Background: an optimization exercise with open tools, aiming at small area. Do not read the settings as production practice.
The RTL was checked by simulation tests, not by an equivalence proof against the original design.
No driver is modelled on the clock port, so clock power and skew are understated where the tree is cut down; a real chip needs a root buffer or a tree.
Power figures rest on the tool's default switching activity, not on a simulated workload.

// parking_meter
module parking_meter(clk, rst, rst1, rst2, add1, add2, add3, add4, led_seg, a1, a2, a3, a4, val1, val2, val3, val4);
Size: roughly 42 flip-flops.
==> module parking_meter, before the edit <==
module parking_meter(clk, rst, rst1, rst2, add1, add2, add3, add4, led_seg, a1, a2, a3, a4, val1, val2, val3, val4);
    input clk, rst, rst1, rst2, add1, add2, add3, add4;
    output [6:0] led_seg;
    output a1, a2, a3, a4;
    output [3:0] val1, val2, val3, val4;
    reg [3:0] st;
    wire isadd = st[3];
    wire run   = st[2];
    wire pre   = ~st[3] & st[1];
    wire zst   = ~st[3] & ~st[2] & ~st[1];      
    wire idle  = zst & ~st[0];
    wire expd  = zst & st[0];
    wire tick, zero;
    wire [3:0] d3, d2, d1, d0;
    wire anyadd = add1 | add2 | add3 | add4;
    wire [1:0] k = add1 ? 2'd0 : add2 ? 2'd1 : add3 ? 2'd2 : 2'd3;
    always @(posedge clk) begin
        if (rst) st <= 4'b0000;
        else if (rst1) st <= 4'b0010;
        else if (rst2) st <= 4'b0011;
        else if (anyadd && !isadd) st <= {2'b10, k};
        else if (isadd || pre || (run && !zero)) st <= 4'b0100;
        else if (run) st <= 4'b0001;
        else st <= 4'b0000;
    end
    pm_tick u_tick(.clk(clk), .rst(rst), .load1(pre), .load0(idle), .tick(tick));
    pm_secs u_secs(.clk(clk), .tick(tick), .zst(zst), .pre(pre), .p150(st[0]), .isadd(isadd), .k(st[1:0]),
                   .d3(d3), .d2(d2), .d1(d1), .d0(d0), .zero(zero));
    pm_disp u_disp(.clk(clk), .rst(rst), .expd(expd), .zero(zero), .d3(d3), .d2(d2), .d1(d1), .d0(d0),
                   .led_seg(led_seg), .a1(a1), .a2(a2), .a3(a3), .a4(a4));
    assign val1 = d3;
    assign val2 = d2;
    assign val3 = d1;
    assign val4 = d0;
endmodule
==> module pm_tick, before the edit <==
module pm_tick(input clk, input rst, input load1, input load0, output tick);
    reg [6:0] cnt;
    assign tick = (cnt == 7'b1001011);
    always @(posedge clk) begin
        if (tick || load1) cnt <= 7'b0000000;
        else if (load0) cnt <= 7'b1000000;
        else cnt <= {cnt[5:0], ~(cnt[6] ^ cnt[5])};
    end
endmodule
==> module pm_secs, before the edit <==
module pm_secs(input clk, input tick, input zst, input pre, input p150, input isadd, input [1:0] k,
               output reg [3:0] d3, output reg [3:0] d2, output reg [3:0] d1, output reg [3:0] d0,
               output zero);
    assign zero = ({d3, d2, d1, d0} == 16'd0);
    reg [3:0] k2, k1;
    always @(*) begin
        case (k)
            2'd0: begin k2 = 4'd0; k1 = 4'd6; end
            2'd1: begin k2 = 4'd1; k1 = 4'd2; end
            2'd2: begin k2 = 4'd1; k1 = 4'd8; end
            default: begin k2 = 4'd3; k1 = 4'd0; end
        endcase
        if (!isadd) begin k2 = 4'd0; k1 = 4'd0; end
    end
    wire bw0 = tick && d0 == 4'd0;
    wire [3:0] y0 = bw0 ? 4'd9 : d0 - {3'd0, tick};
    wire [5:0] r1 = {2'b0, d1} + {2'b0, k1} - {5'b0, bw0};    
    wire bw1 = r1[5];
    wire cy1 = !r1[5] && r1 > 6'd9;
    wire [3:0] y1 = cy1 ? r1[3:0] - 4'd10 : bw1 ? r1[3:0] + 4'd10 : r1[3:0];
    wire [5:0] r2 = {2'b0, d2} + {2'b0, k2} + {5'b0, cy1} - {5'b0, bw1};    
    wire bw2 = r2[5];
    wire cy2 = !r2[5] && r2 > 6'd9;
    wire [3:0] y2 = cy2 ? r2[3:0] - 4'd10 : bw2 ? r2[3:0] + 4'd10 : r2[3:0];
    wire cy3 = cy2 && d3 == 4'd9;
    wire [3:0] y3 = cy2 ? d3 + 4'd1 : bw2 ? d3 - 4'd1 : d3;
    always @(posedge clk) begin
        if (zst) {d3, d2, d1, d0} <= 16'd0;
        else if (pre) {d3, d2, d1, d0} <= p150 ? (tick ? 16'h0149 : 16'h0150) : (tick ? 16'h0015 : 16'h0016);
        else if (cy3) {d3, d2, d1, d0} <= 16'h9999;
        else {d3, d2, d1, d0} <= {y3, y2, y1, y0};
    end
endmodule
==> module pm_disp, before the edit <==
module pm_disp(input clk, input rst, input expd, input zero, input [3:0] d3, input [3:0] d2,
               input [3:0] d1, input [3:0] d0, output [6:0] led_seg, output a1, output a2,
               output a3, output a4);
    reg [5:0] fc;
    reg fclk;
    wire fwrap = (fc == 6'b001001);
    always @(posedge clk) begin
        if (rst || expd || fwrap) fc <= 6'd0;
        else fc <= {fc[4:0], ~(fc[5] ^ fc[4])};
        if (rst) fclk <= 1'b1;
        else if (fwrap) fclk <= ~fclk;
    end
    wire lt180 = (d3 == 4'd0) && ((d2 == 4'd0) || (d2 == 4'd1 && !d1[3]));
    wire nblank = zero ? !fclk : (lt180 && d0[0]);
    reg [1:0] ap;                  
    reg first;                     
    reg blank;
    reg [3:0] dig;                 
    wire [1:0] ap_n = first ? 2'd0 : ap + 2'd1;
    wire [3:0] seld = ap_n[1] ? (ap_n[0] ? d0 : d1) : (ap_n[0] ? d2 : d3);
    always @(posedge clk) begin
        ap <= ap_n;
        first <= rst;
        blank <= nblank;
        if (!nblank) dig <= seld;
    end
    assign a1 = blank | (ap != 2'd0);
    assign a2 = blank | (ap != 2'd1);
    assign a3 = blank | (ap != 2'd2);
    assign a4 = blank | (ap != 2'd3);
    assign led_seg[0] = (~dig[1] & ~dig[2] & ~dig[3]) | (dig[0] & dig[1] & dig[2]);
    assign led_seg[1] = (dig[0] & ~dig[2] & ~dig[3]) | (dig[1] & ~dig[2]) | (dig[0] & dig[1]);
    assign led_seg[2] = dig[0] | (~dig[1] & dig[2]);
    assign led_seg[3] = (dig[0] & ~dig[1] & ~dig[2] & ~dig[3]) | (~dig[0] & ~dig[1] & dig[2]) | (dig[0] & dig[1] & dig[2]);
    assign led_seg[4] = ~dig[0] & dig[1] & ~dig[2];
    assign led_seg[5] = (dig[0] & ~dig[1] & dig[2]) | (~dig[0] & dig[1] & dig[2]);
    assign led_seg[6] = (dig[0] & ~dig[1] & ~dig[2] & ~dig[3]) | (~dig[0] & ~dig[1] & dig[2]);
endmodule
==> flow/config.mk <==
export PLATFORM = sky130hd
export DESIGN_NAME = parking_meter
export DESIGN_NICKNAME = parking_meter
export VERILOG_FILES = /design/flow/design.v
export SDC_FILE = /design/flow/constraint.sdc
export NUM_CORES = 4
export LEC_CHECK = 0
export CAP_MARGIN = 20
export CORE_AREA = 2.3 2.72 57.5 57.12
export DIE_AREA = 0 0 59.88 59.88
export SLEW_MARGIN = 20
==> flow/constraint.sdc <==
create_clock -name core_clock -period 60.0 [get_ports {clk}]
set_input_delay 12.0000 -clock core_clock [delete_from_list [all_inputs] [get_ports {clk}]]
set_output_delay 12.0000 -clock core_clock [all_outputs]
set_load 0.01 [all_outputs]
standard.sh (not shown) runs the stock make flow with config.mk's settings and CLKGATE_MAP_FILE= SYNTH_SCRIPT=/design/flow/synth_recipe.tcl, a recipe that flattens the netlist after the stock synthesis.
==> flow/flow/run.sh <==
#!/bin/bash
# ORFS layout via the standard.sh, with: several area-oriented ABC scripts (the smallest kept) and no adder
# extraction in synthesis (registers untouched), the smallest buffer on each port,
# and four clock buffers in place of ORFS's clock tree (flow/cts_pre.tcl).
set -euo pipefail
W=$(pwd)
export FLOW_WORK=$W
export PRE_CTS_TCL=$W/flow/cts_pre.tcl
bash standard.sh \
  SYNTH_SCRIPT=$W/flow/synth.tcl \
  BUFFER_PORTS_ARGS="-buffer_cell sky130_fd_sc_hd__buf_1" \
  finish > standard_flow.log 2>&1
Other scripts of this flow, unchanged in this note and not shown: flow/flow/area0.abc, flow/flow/area1.abc, flow/flow/area2.abc, flow/flow/area3.abc, flow/flow/area4.abc, flow/flow/area5.abc, flow/flow/area6.abc, flow/flow/area7.abc, flow/flow/areas6.abc, flow/flow/areas7.abc, flow/flow/areas8.abc, flow/flow/areas9.abc, flow/flow/clkbuf.tcl, flow/flow/cts_pre.tcl, flow/flow/synth.tcl
==> next run, changes <==
--- a/flow/design.v
+++ b/flow/design.v
@@ -4,28 +4,27 @@
     output a1, a2, a3, a4;
     output [3:0] val1, val2, val3, val4;
-    reg [3:0] st;
-    wire isadd = st[3];
-    wire run   = st[2];
-    wire pre   = ~st[3] & st[1];
-    wire zst   = ~st[3] & ~st[2] & ~st[1];      
-    wire idle  = zst & ~st[0];
-    wire expd  = zst & st[0];
-    wire tick, zero;
+    reg [2:0] st;
+    wire isadd = st[2];
+    wire pre   = ~st[2] & st[1];
+    wire run   = ~st[2] & ~st[1] & st[0];
+    wire idle  = ~st[2] & ~st[1] & ~st[0];
+    wire tick, zero, cnt0, cnt6;
+    wire first = idle & ~cnt6 & ~cnt0;
+    wire expd = run & zero & cnt0;
     wire [3:0] d3, d2, d1, d0;
     wire anyadd = add1 | add2 | add3 | add4;
     wire [1:0] k = add1 ? 2'd0 : add2 ? 2'd1 : add3 ? 2'd2 : 2'd3;
     always @(posedge clk) begin
-        if (rst) st <= 4'b0000;
-        else if (rst1) st <= 4'b0010;
-        else if (rst2) st <= 4'b0011;
-        else if (anyadd && !isadd) st <= {2'b10, k};
-        else if (isadd || pre || (run && !zero)) st <= 4'b0100;
-        else if (run) st <= 4'b0001;
-        else st <= 4'b0000;
+        if (rst) st <= 3'b000;
+        else if (rst1) st <= 3'b010;
+        else if (rst2) st <= 3'b011;
+        else if (anyadd && !isadd) st <= {1'b1, k};
+        else if (isadd || pre || (run && !expd)) st <= 3'b001;
+        else st <= 3'b000;
     end
-    pm_tick u_tick(.clk(clk), .rst(rst), .load1(pre), .load0(idle), .tick(tick));
-    pm_secs u_secs(.clk(clk), .tick(tick), .zst(zst), .pre(pre), .p150(st[0]), .isadd(isadd), .k(st[1:0]),
+    pm_tick u_tick(.clk(clk), .rst(rst), .load1(pre), .load0(idle), .tick(tick), .cnt0(cnt0), .cnt6(cnt6));
+    pm_secs u_secs(.clk(clk), .rst(rst), .tick(tick), .pre(pre), .p150(st[0]), .isadd(isadd), .k(st[1:0]),
                    .d3(d3), .d2(d2), .d1(d1), .d0(d0), .zero(zero));
-    pm_disp u_disp(.clk(clk), .rst(rst), .expd(expd), .zero(zero), .d3(d3), .d2(d2), .d1(d1), .d0(d0),
+    pm_disp u_disp(.clk(clk), .rst(rst), .first(first), .expd(expd), .zero(zero), .d3(d3), .d2(d2), .d1(d1), .d0(d0),
                    .led_seg(led_seg), .a1(a1), .a2(a2), .a3(a3), .a4(a4));
     assign val1 = d3;
@@ -34,14 +33,16 @@
     assign val4 = d0;
 endmodule
-module pm_tick(input clk, input rst, input load1, input load0, output tick);
+module pm_tick(input clk, input rst, input load1, input load0, output tick, output cnt0, output cnt6);
     reg [6:0] cnt;
     assign tick = (cnt == 7'b1001011);
+    assign cnt0 = cnt[0];
+    assign cnt6 = cnt[6];
     always @(posedge clk) begin
-        if (tick || load1) cnt <= 7'b0000000;
+        if (rst || tick || load1) cnt <= 7'b0000000;
         else if (load0) cnt <= 7'b1000000;
         else cnt <= {cnt[5:0], ~(cnt[6] ^ cnt[5])};
     end
 endmodule
-module pm_secs(input clk, input tick, input zst, input pre, input p150, input isadd, input [1:0] k,
+module pm_secs(input clk, input rst, input tick, input pre, input p150, input isadd, input [1:0] k,
                output reg [3:0] d3, output reg [3:0] d2, output reg [3:0] d1, output reg [3:0] d0,
                output zero);
@@ -70,5 +71,5 @@
     wire [3:0] y3 = cy2 ? d3 + 4'd1 : bw2 ? d3 - 4'd1 : d3;
     always @(posedge clk) begin
-        if (zst) {d3, d2, d1, d0} <= 16'd0;
+        if (rst) {d3, d2, d1, d0} <= 16'd0;    
         else if (pre) {d3, d2, d1, d0} <= p150 ? (tick ? 16'h0149 : 16'h0150) : (tick ? 16'h0015 : 16'h0016);
         else if (cy3) {d3, d2, d1, d0} <= 16'h9999;
@@ -76,5 +77,5 @@
     end
 endmodule
-module pm_disp(input clk, input rst, input expd, input zero, input [3:0] d3, input [3:0] d2,
+module pm_disp(input clk, input rst, input first, input expd, input zero, input [3:0] d3, input [3:0] d2,
                input [3:0] d1, input [3:0] d0, output [6:0] led_seg, output a1, output a2,
                output a3, output a4);
@@ -91,5 +92,4 @@
     wire nblank = zero ? !fclk : (lt180 && d0[0]);
     reg [1:0] ap;                  
-    reg first;                     
     reg blank;
     reg [3:0] dig;                 
@@ -98,5 +98,4 @@
     always @(posedge clk) begin
         ap <= ap_n;
-        first <= rst;
         blank <= nblank;
         if (!nblank) dig <= seld;
The changed run completed with no timing, DRC or antenna violations.
Wire length goes down by about 4.5%.
Power goes up by about 47%.
Global-route usage goes down by 0.16 points.
Cell count goes down by about 2%.
Worst setup slack gets better by 0.023 ns.
In every run of this note, the design's own scripts or RTL, not TritonCTS, make the clock network.

static timing again, ports no longer ideal:
Ports are ideal in the flow. The routed layouts listed here were re-timed in OpenROAD.
Step 1 sets driving cells, clkbuf_16 on the clock port and buf_2 on the other inputs (assumed; they add their load-dependent delay and slew).
Step 2 times the ports against the registers' clock, not the clock port: input delays grow and output delays shrink by t, the midpoint of the rising clock arrivals with the driver on.
Three values: ideal, step 1, step 2; two values: the first two.
run | t, ns | slack for setup (ns) | clock arrival spread, ns | worst slew at a driven data input, ns | cell pins on the clock port's net
the first run | 0.208 | 46.435 / 46.391 / 46.598 | 0.015 / 0.015 | 0.03 | 4
the second run | 0.209 | 46.457 / 46.410 / 46.619 | 0.013 / 0.013 | 0.03 | 4
After both steps setup and hold are still met in every run listed.
